Background: an optimization exercise with open tools, aiming at small area, a short achievable clock period and few clock cycles per item. Do not read the settings as production practice.
RTL that was checked went through simulation tests only; none was proved equivalent to the original.

run A:
// assignment
module assignment (
    input logic clk,
    input logic NRST,
    input logic start,
    input logic [10:0] A,
    input logic [10:0] B,
    output logic [20:0] result,
    output logic ready
);
    logic        busy;
    logic        accept;
    logic [10:0] a_value;
    logic [9:0]  b_mod;
    logic [9:0]  b_mod_next;
    logic [20:0] row0, row1;
    logic pp_0_0;
    logic pp_0_1;
    logic pp_0_2;
    logic pp_0_3;
    logic pp_0_4;
    logic pp_0_5;
    logic pp_0_6;
    logic pp_0_7;
    logic pp_0_8;
    logic pp_0_9;
    logic pp_1_0;
    logic pp_1_1;
    logic pp_1_2;
    logic pp_1_3;
    logic pp_1_4;
    logic pp_1_5;
    logic pp_1_6;
    logic pp_1_7;
    logic pp_1_8;
    logic pp_1_9;
    logic pp_2_0;
    logic pp_2_1;
    logic pp_2_2;
    logic pp_2_3;
    logic pp_2_4;
    logic pp_2_5;
    logic pp_2_6;
    logic pp_2_7;
    logic pp_2_8;
    logic pp_2_9;
    logic pp_3_0;
    logic pp_3_1;
    logic pp_3_2;
    logic pp_3_3;
    logic pp_3_4;
    logic pp_3_5;
    logic pp_3_6;
    logic pp_3_7;
    logic pp_3_8;
    logic pp_3_9;
    logic pp_4_0;
    logic pp_4_1;
    logic pp_4_2;
    logic pp_4_3;
    logic pp_4_4;
    logic pp_4_5;
    logic pp_4_6;
    logic pp_4_7;
    logic pp_4_8;
    logic pp_4_9;
    logic pp_5_0;
    logic pp_5_1;
    logic pp_5_2;
    logic pp_5_3;
    logic pp_5_4;
    logic pp_5_5;
    logic pp_5_6;
    logic pp_5_7;
    logic pp_5_8;
    logic pp_5_9;
    logic pp_6_0;
    logic pp_6_1;
    logic pp_6_2;
    logic pp_6_3;
    logic pp_6_4;
    logic pp_6_5;
    logic pp_6_6;
    logic pp_6_7;
    logic pp_6_8;
    logic pp_6_9;
    logic pp_7_0;
    logic pp_7_1;
    logic pp_7_2;
    logic pp_7_3;
    logic pp_7_4;
    logic pp_7_5;
    logic pp_7_6;
    logic pp_7_7;
    logic pp_7_8;
    logic pp_7_9;
    logic pp_8_0;
    logic pp_8_1;
    logic pp_8_2;
    logic pp_8_3;
    logic pp_8_4;
    logic pp_8_5;
    logic pp_8_6;
    logic pp_8_7;
    logic pp_8_8;
    logic pp_8_9;
    logic pp_9_0;
    logic pp_9_1;
    logic pp_9_2;
    logic pp_9_3;
    logic pp_9_4;
    logic pp_9_5;
    logic pp_9_6;
    logic pp_9_7;
    logic pp_9_8;
    logic pp_9_9;
    logic pp_10_0;
    logic pp_10_1;
    logic pp_10_2;
  ...
For scale: about 49 flip-flops, ~47 I/O pins.
==> flow/config.mk <==
export PLATFORM = sky130hd
export DESIGN_NAME = assignment
export DESIGN_NICKNAME = assignment
export VERILOG_FILES = /design/flow/design.v
export SDC_FILE = /design/flow/constraint.sdc
export NUM_CORES = 4
export LEC_CHECK = 0
export CAP_MARGIN = 20
export CORE_MARGIN = 2
export CORE_UTILIZATION = 40
export SLEW_MARGIN = 20
export SYNTH_HIERARCHICAL = 1
export SYNTH_MINIMUM_KEEP_SIZE = 0
==> flow/constraint.sdc <==
create_clock -name core_clock -period 12.5 [get_ports {clk}]
set_input_delay 2.5000 -clock core_clock [delete_from_list [all_inputs] [get_ports {clk}]]
set_output_delay 2.5000 -clock core_clock [all_outputs]
set_load 0.01 [all_outputs]
standard.sh (not shown) runs the stock make flow with config.mk's settings and CLKGATE_MAP_FILE= SYNTH_SCRIPT=/design/flow/synth_recipe.tcl, a recipe that flattens the netlist after the stock synthesis.
==> flow/flow/run.sh <==
#!/bin/bash
# The standard layout (the standard.sh: ORFS synthesis to final layout),
# with smaller port buffers and no clock-tree dummy loads.
set -euo pipefail
export BUFFER_PORTS_ARGS="-buffer_cell ${PORT_BUF:-sky130_fd_sc_hd__buf_1}"
export CTS_ARGS="-sink_clustering_enable -repair_clock_nets -dont_use_dummy_load -buf_list sky130_fd_sc_hd__clkbuf_8"
export SETUP_SLACK_MARGIN=8.7 SETUP_MOVE_SEQUENCE="sizeup,swap" SKIP_GATE_CLONING=1 SKIP_LAST_GASP=1
bash standard.sh > standard.log 2>&1
The following lists how run B was set up differently from run A:
-- flow/design.v --
<<< run A, line 8
    assign s  = a ^ b ^ ci;
    assign co = (a & b) | (a & ci) | (b & ci);
endmodule
module assignment (
>>> run B, line 8
    assign s  = a ^ b ^ ci;
    assign co = (a & b) | (a & ci) | (b & ci);
endmodule
module operand_select (
    input  logic        load,
    input  logic [20:0] d,
    input  logic [20:0] q,
    output logic [20:0] y
);
    assign y = load ? d : q;
endmodule
module assignment (
<<< run A, line 310
    assign b_mod_next[8] = h[5] ^ (b_f & h[3] & h[4]);
    assign b_mod_next[9] = h[6] ^ (b_f & h[3] & h[4] & h[5]);
    always_ff @(posedge clk) begin
        if (accept) begin
            a_value <= A;
            b_mod   <= b_mod_next;
        end
    end
    assign pp_0_0 = ~(a_value[0] & b_mod[0]);
>>> run B, line 318
    assign b_mod_next[8] = h[5] ^ (b_f & h[3] & h[4]);
    assign b_mod_next[9] = h[6] ^ (b_f & h[3] & h[4] & h[5]);
    logic [20:0] operands_next;
    operand_select u_operand_select (
        .load(accept),
        .d({A, b_mod_next}),
        .q({a_value, b_mod}),
        .y(operands_next)
    );
    always_ff @(posedge clk) begin
        {a_value, b_mod} <= operands_next;
    end
    assign pp_0_0 = ~(a_value[0] & b_mod[0]);
Results
The final reports for run B and run A show area of the multi-input gates higher in the former. Clock latency at the later pin of the worst-skew pair across run A and run B: no real change. Run B completed; timing, DRC and antenna clean. Summary of the comparison: area of all placed cells without fillers is higher in run B, relative to run A.
No functional check of the RTL was part of any run of this note.

---

Another version of the RTL of assignment (not shown whole).
For scale: about 47 I/O pins.
Settings: LEC_CHECK=0, CAP_MARGIN=20, CORE_MARGIN=2, CORE_UTILIZATION=40, SLEW_MARGIN=20, SYNTH_HIERARCHICAL=1, SYNTH_MINIMUM_KEEP_SIZE=0; clock period 12.5 ns.
==> flow/flow/run.sh <==
#!/bin/bash
# The standard layout (the standard.sh: ORFS synthesis to final layout),
# with smaller port buffers and no clock-tree dummy loads.
set -euo pipefail
export BUFFER_PORTS_ARGS="-buffer_cell ${PORT_BUF:-sky130_fd_sc_hd__buf_1}"
export CTS_ARGS="-sink_clustering_enable -repair_clock_nets -dont_use_dummy_load"
bash standard.sh > standard.log 2>&1
The starting point finished clean.
Change:
--- a/flow/design.v
+++ b/flow/design.v
@@ -292,19 +292,17 @@
     logic s157;
     logic c158;
     logic s159;
     logic c160;
     assign accept = start & ~busy;
     logic       b_ge_1000, b_ge_2000;
-    logic [6:0] b_plus3, b_plus6;
+    logic [6:0] b_add;
     assign b_ge_1000 = B >= 11'd1000;
     assign b_ge_2000 = B >= 11'd2000;
-    assign b_plus3 = B[9:3] + 7'd3;
-    assign b_plus6 = B[9:3] + 7'd6;
-    assign b_mod_next[2:0] = B[2:0];
-    assign b_mod_next[9:3] = b_ge_2000 ? b_plus6 : (b_ge_1000 ? b_plus3 : B[9:3]);
+    assign b_add = b_ge_2000 ? 7'd6 : (b_ge_1000 ? 7'd3 : 7'd0);
+    assign b_mod_next = {7'(B[9:3] + b_add), B[2:0]};
     always_ff @(posedge clk) begin
         if (accept) begin
             a_value <= A;
             b_mod   <= b_mod_next;
         end
     end
@@ -513,36 +511,26 @@
     logic [2:1] prop_q;
     always_ff @(posedge clk) begin
         sum_q[7:0] <= blk0[7:0];
         gen_q[0] <= blk0[8];
         sum_q[12:8] <= blk1[4:0];
         gen_q[1] <= blk1[5];
-        prop_q[1] <= &blk1[4:0];
+        prop_q[1] <= &(row0[12:8] ^ row1[12:8]);
         sum_q[16:13] <= blk2[3:0];
         gen_q[2] <= blk2[4];
-        prop_q[2] <= &blk2[3:0];
+        prop_q[2] <= &(row0[16:13] ^ row1[16:13]);
         sum_q[20:17] <= blk3[3:0];
     end
     logic [3:1] cin;
     assign cin[1] = gen_q[0];
     assign cin[2] = gen_q[1] | (prop_q[1] & cin[1]);
     assign cin[3] = gen_q[2] | (prop_q[2] & cin[2]);
     assign result[7:0] = sum_q[7:0];
-    assign result[8] = sum_q[8] ^ cin[1];
-    assign result[9] = sum_q[9] ^ (cin[1] & (&sum_q[8:8]));
-    assign result[10] = sum_q[10] ^ (cin[1] & (&sum_q[9:8]));
-    assign result[11] = sum_q[11] ^ (cin[1] & (&sum_q[10:8]));
-    assign result[12] = sum_q[12] ^ (cin[1] & (&sum_q[11:8]));
-    assign result[13] = sum_q[13] ^ cin[2];
-    assign result[14] = sum_q[14] ^ (cin[2] & (&sum_q[13:13]));
-    assign result[15] = sum_q[15] ^ (cin[2] & (&sum_q[14:13]));
-    assign result[16] = sum_q[16] ^ (cin[2] & (&sum_q[15:13]));
-    assign result[17] = sum_q[17] ^ cin[3];
-    assign result[18] = sum_q[18] ^ (cin[3] & (&sum_q[17:17]));
-    assign result[19] = sum_q[19] ^ (cin[3] & (&sum_q[18:17]));
-    assign result[20] = sum_q[20] ^ (cin[3] & (&sum_q[19:17]));
+    assign result[12:8] = sum_q[12:8] + 5'(cin[1]);
+    assign result[16:13] = sum_q[16:13] + 4'(cin[2]);
+    assign result[20:17] = sum_q[20:17] + 4'(cin[3]);
     always_ff @(posedge clk or negedge NRST) begin
         if (!NRST) begin
             busy  <= 1'b0;
             ready <= 1'b0;
         end else begin
             busy  <= accept;
=> The changed run passed the timing, DRC and antenna checks. Sequential share of layout area increases by 1.3 points. Via count went down by 6.3%. Synthesized area falls by 4.6%. Worst setup slack loses 42 ps. Global-route usage falls by 0.22 points. Clock skew grows by 8.9 ps. First-iteration DRC count decreases by 20%. Final area fell by 5.2%. Critical path depth fell by 5.
Testbench counts after the change, summed over its fixed seeds: cycles 3,200, items 1,600.
The RTL of the first run of this note was laid out without a check of its function.

---

Setup of zinc:
Another version of the RTL of assignment (not shown whole).
Size in the first run: roughly 390 cells after synthesis, ~49 flip-flops, roughly 47 I/O pins, ~4300 µm² of cells after synthesis.
==> flow/config.mk <==
export PLATFORM = sky130hd
export DESIGN_NAME = assignment
export DESIGN_NICKNAME = assignment
export VERILOG_FILES = /design/flow/design.v
export SDC_FILE = /design/flow/constraint.sdc
export NUM_CORES = 4
export LEC_CHECK = 0
export CAP_MARGIN = 20
export CORE_MARGIN = 2
export CORE_UTILIZATION = 65
export SLEW_MARGIN = 20
export SYNTH_HIERARCHICAL = 1
export SYNTH_MINIMUM_KEEP_SIZE = 0
==> flow/constraint.sdc <==
create_clock -name core_clock -period 12.5 [get_ports {clk}]
set_input_delay 2.5000 -clock core_clock [delete_from_list [all_inputs] [get_ports {clk}]]
set_output_delay 2.5000 -clock core_clock [all_outputs]
set_load 0.01 [all_outputs]
==> flow/flow/run.sh <==
#!/bin/bash
# The standard layout (the standard.sh: ORFS synthesis to final layout),
# with smaller port buffers and no clock-tree dummy loads.
set -euo pipefail
export BUFFER_PORTS_ARGS="-buffer_cell ${PORT_BUF:-sky130_fd_sc_hd__buf_1}"
export CTS_ARGS="-sink_clustering_enable -repair_clock_nets -dont_use_dummy_load -buf_list sky130_fd_sc_hd__clkbuf_8"
bash standard.sh > standard.log 2>&1
Inputs modified between zinc and raven:
--- a/flow/design.v
+++ b/flow/design.v
@@ -503,42 +503,42 @@
     fa_cell u_fa73 (.a(c86), .b(s119), .ci(c118), .s(s151), .co(c152));
     fa_cell u_fa74 (.a(s93), .b(s121), .ci(c120), .s(s153), .co(c154));
     fa_cell u_fa75 (.a(c94), .b(s123), .ci(c122), .s(s155), .co(c156));
     fa_cell u_fa76 (.a(c96), .b(s125), .ci(c124), .s(s157), .co(c158));
     fa_cell u_fa77 (.a(pp_10_8), .b(pp_9_9), .ci(c126), .s(s159), .co(c160));
     assign row0 = {1'b1, pp_10_9, s159, s157, s155, s153, c150, c148, c146, s145, c142, c140, s139, s137, s135, s133, s131, s129, s127, pp_0_1, pp_0_0};
     assign row1 = {1'b1, c160, c158, c156, c154, c152, s151, s149, s147, c144, s143, s141, 1'b1, c136, 1'b1, 1'b1, 1'b1, 1'b1, 1'b1, pp_1_0, 1'b1};
-    logic [7:0] blk0;
-    assign blk0 = ~({1'b0, row0[6:0]} + {1'b0, row1[6:0]} + 8'd1);
-    logic [5:0] blk1;
-    assign blk1 = ~({1'b0, row0[11:7]} + {1'b0, row1[11:7]} + 6'd1);
+    logic [8:0] blk0;
+    assign blk0 = ~({1'b0, row0[7:0]} + {1'b0, row1[7:0]} + 9'd1);
+    logic [4:0] blk1;
+    assign blk1 = ~({1'b0, row0[11:8]} + {1'b0, row1[11:8]} + 5'd1);
     logic [5:0] blk2;
     assign blk2 = ~({1'b0, row0[16:12]} + {1'b0, row1[16:12]} + 6'd1);
     logic [4:0] blk3;
     assign blk3 = ~({1'b0, row0[20:17]} + {1'b0, row1[20:17]} + 5'd1);
     logic [20:0] sum_q;
     logic [2:0] gen_q;
     logic [2:1] prop_q;
     always_ff @(posedge clk) begin
-        sum_q[6:0] <= blk0[6:0];
-        gen_q[0] <= blk0[7];
-        sum_q[11:7] <= blk1[4:0];
-        gen_q[1] <= blk1[5];
-        prop_q[1] <= &(row0[11:7] ^ row1[11:7]);
+        sum_q[7:0] <= blk0[7:0];
+        gen_q[0] <= blk0[8];
+        sum_q[11:8] <= blk1[3:0];
+        gen_q[1] <= blk1[4];
+        prop_q[1] <= &(row0[11:8] ^ row1[11:8]);
         sum_q[16:12] <= blk2[4:0];
         gen_q[2] <= blk2[5];
         prop_q[2] <= &(row0[16:12] ^ row1[16:12]);
         sum_q[20:17] <= blk3[3:0];
     end
     logic [3:1] cin;
     assign cin[1] = gen_q[0];
     assign cin[2] = (gen_q[0] & prop_q[1]) | gen_q[1];
     assign cin[3] = (gen_q[0] & prop_q[1] & prop_q[2]) | (gen_q[1] & prop_q[2]) | gen_q[2];
-    assign result[6:0] = sum_q[6:0];
-    assign result[11:7] = sum_q[11:7] + 5'(cin[1]);
+    assign result[7:0] = sum_q[7:0];
+    assign result[11:8] = sum_q[11:8] + 4'(cin[1]);
     assign result[16:12] = sum_q[16:12] + 5'(cin[2]);
     assign result[20:17] = sum_q[20:17] + 4'(cin[3]);
     always_ff @(posedge clk or negedge NRST) begin
         if (!NRST) begin
             busy  <= 1'b0;
             ready <= 1'b0;
         end else begin
==> comparison <==
As of raven, number of nets in the layout had fallen slightly compared to zinc.
zinc and raven ended up with nearly the same sum of routed wire length over all layers.
In raven, number of global-route vias before repair is lower than in zinc.
No run of this note included a check of the RTL's function; only the layout flow was run.

---

assignment, a different RTL version from the one above (not shown whole).
Size in the first run: ~400 cells after synthesis, about 4400 µm² of cells after synthesis.
clock: 12.5 ns
lec_check: 0
cap_margin: 20
core_margin: 2
core_utilization: 65
slew_margin: 20
synth_hierarchical: 1
synth_minimum_keep_size: 0
Scripts as last shown in full above: flow/flow/run.sh
==> next run, changes <==
--- a/flow/design.v
+++ b/flow/design.v
@@ -499,51 +499,51 @@
     fa_cell u_fa70 (.a(s73), .b(c110), .ci(s111), .s(s143), .co(c144));
     fa_cell u_ha3 (.a(c112), .b(s113), .ci(1'b1), .s(s145), .co(c146));
     fa_cell u_fa71 (.a(c78), .b(c114), .ci(s115), .s(s147), .co(c148));
     fa_cell u_fa72 (.a(s85), .b(s117), .ci(c116), .s(s149), .co(c150));
     fa_cell u_fa73 (.a(c86), .b(s119), .ci(c118), .s(s151), .co(c152));
     fa_cell u_fa74 (.a(s93), .b(s121), .ci(c120), .s(s153), .co(c154));
     fa_cell u_fa75 (.a(c94), .b(s123), .ci(c122), .s(s155), .co(c156));
     fa_cell u_fa76 (.a(c96), .b(s125), .ci(c124), .s(s157), .co(c158));
     fa_cell u_fa77 (.a(pp_10_8), .b(pp_9_9), .ci(c126), .s(s159), .co(c160));
     assign row0 = {1'b1, pp_10_9, s159, s157, s155, s153, c150, c148, c146, s145, c142, c140, s139, s137, s135, s133, s131, s129, s127, pp_0_1, pp_0_0};
     assign row1 = {1'b1, c160, c158, c156, c154, c152, s151, s149, s147, c144, s143, s141, 1'b1, c136, 1'b1, 1'b1, 1'b1, 1'b1, 1'b1, pp_1_0, 1'b1};
-    logic [9:0] blk0;
-    assign blk0 = ~({1'b0, row0[8:0]} + {1'b0, row1[8:0]} + 10'd1);
-    logic [4:0] blk1;
-    assign blk1 = ~({1'b0, row0[12:9]} + {1'b0, row1[12:9]});
-    logic [4:0] blk2;
-    assign blk2 = ~({1'b0, row0[16:13]} + {1'b0, row1[16:13]});
-    logic [4:0] blk3;
-    assign blk3 = ~({1'b0, row0[20:17]} + {1'b0, row1[20:17]});
+    logic [6:0] blk0;
+    assign blk0 = ~({1'b0, row0[5:0]} + {1'b0, row1[5:0]} + 7'd1);
+    logic [5:0] blk1;
+    assign blk1 = ~({1'b0, row0[10:6]} + {1'b0, row1[10:6]} + 6'd1);
+    logic [5:0] blk2;
+    assign blk2 = ~({1'b0, row0[15:11]} + {1'b0, row1[15:11]} + 6'd1);
+    logic [5:0] blk3;
+    assign blk3 = ~({1'b0, row0[20:16]} + {1'b0, row1[20:16]} + 6'd1);
     logic [20:0] sum_q;
     logic [2:0] gen_q;
     logic [2:1] prop_q;
     always_ff @(posedge clk) begin
-        sum_q[8:0] <= blk0[8:0];
-        gen_q[0] <= blk0[9];
-        sum_q[12:9] <= blk1[3:0];
-        gen_q[1] <= blk1[4];
-        prop_q[1] <= &(row0[12:9] ^ row1[12:9]);
-        sum_q[16:13] <= blk2[3:0];
-        gen_q[2] <= blk2[4];
-        prop_q[2] <= &(row0[16:13] ^ row1[16:13]);
-        sum_q[20:17] <= blk3[3:0];
+        sum_q[5:0] <= blk0[5:0];
+        gen_q[0] <= blk0[6];
+        sum_q[10:6] <= blk1[4:0];
+        gen_q[1] <= blk1[5];
+        prop_q[1] <= &(row0[10:6] ^ row1[10:6]);
+        sum_q[15:11] <= blk2[4:0];
+        gen_q[2] <= blk2[5];
+        prop_q[2] <= &(row0[15:11] ^ row1[15:11]);
+        sum_q[20:16] <= blk3[4:0];
     end
     logic [3:1] cin;
     assign cin[1] = gen_q[0];
-    assign cin[2] = gen_q[1] & (~prop_q[1] | cin[1]);
-    assign cin[3] = gen_q[2] & (~prop_q[2] | cin[2]);
-    assign result[8:0] = sum_q[8:0];
-    assign result[12:9] = sum_q[12:9] - {3'b0, !cin[1]};
-    assign result[16:13] = sum_q[16:13] - {3'b0, !cin[2]};
-    assign result[20:17] = sum_q[20:17] - {3'b0, !cin[3]};
+    assign cin[2] = (gen_q[0] & prop_q[1]) | gen_q[1];
+    assign cin[3] = (gen_q[0] & prop_q[1] & prop_q[2]) | (gen_q[1] & prop_q[2]) | gen_q[2];
+    assign result[5:0] = sum_q[5:0];
+    assign result[10:6] = sum_q[10:6] + 5'(cin[1]);
+    assign result[15:11] = sum_q[15:11] + 5'(cin[2]);
+    assign result[20:16] = sum_q[20:16] + 5'(cin[3]);
     always_ff @(posedge clk or negedge NRST) begin
         if (!NRST) begin
             busy  <= 1'b0;
             ready <= 1'b0;
         end else begin
             busy  <= accept;
             ready <= busy | (ready & ~start);
         end
     end
 endmodule
What happened: Utilization is about the same. Via count is lower by 0.79%. Global-route usage came out lower by 2.7 points. Clock skew hardly moves. Register-to-register slack gets worse by 220 ps. Synthesized area shrinks by 1.6%. Wire length goes down by 7.3%.
No run of this note included a check of the RTL's function; only the layout flow was run.

## static timing again, ports no longer ideal
No port has a modelled driver above. Below, the same layouts with a new extraction and two added sets of constraints.
Step 1 sets driving cells, clkbuf_16 on the clock port and buf_2 on the other inputs (assumed; they add their load-dependent delay and slew).
Step 2 adds t to the input delays and takes it off the output delays; t is the mean of the earliest and latest rising clock arrival at the registers after step 1. Input paths then give back, and output paths get back, about the clock's delay inside the block.
Slacks: no drivers / after step 1 / after step 2; pairs: no drivers / after step 1.
run | shift t [ns] | setup WS [ns] | latest minus earliest clock arrival (ns) | worst slew at a driven data input, ns
run A | 0.335 | 8.385 / 8.354 / 8.431 | 0.034 / 0.034 | 0.04
run B | 0.336 | 8.419 / 8.383 / 8.429 | 0.023 / 0.024 | 0.04
the first run of note 2 | 0.322 | 8.317 / 8.317 / 8.282 | 0.024 / 0.024 | 0.04
the second run of note 2 | 0.328 | 8.275 / 8.243 / 8.109 | 0.033 / 0.033 | 0.04
zinc | 0.322 | 8.249 / 8.249 / 8.249 | 0.019 / 0.018 | 0.03
raven | 0.324 | 8.206 / 8.206 / 8.206 | 0.025 / 0.026 | 0.04
the first run of note 4 | 0.327 | 8.051 / 8.020 / 8.325 | 0.025 / 0.025 | 0.04
the second run of note 4 | 0.315 | 8.097 / 8.097 / 8.097 | 0.027 / 0.027 | 0.03
After both steps setup and hold are still met in every run listed. The setup slack of the second run of note 2, which loses most, moves by -0.032 ns with the drivers and by -0.166 ns with both steps.
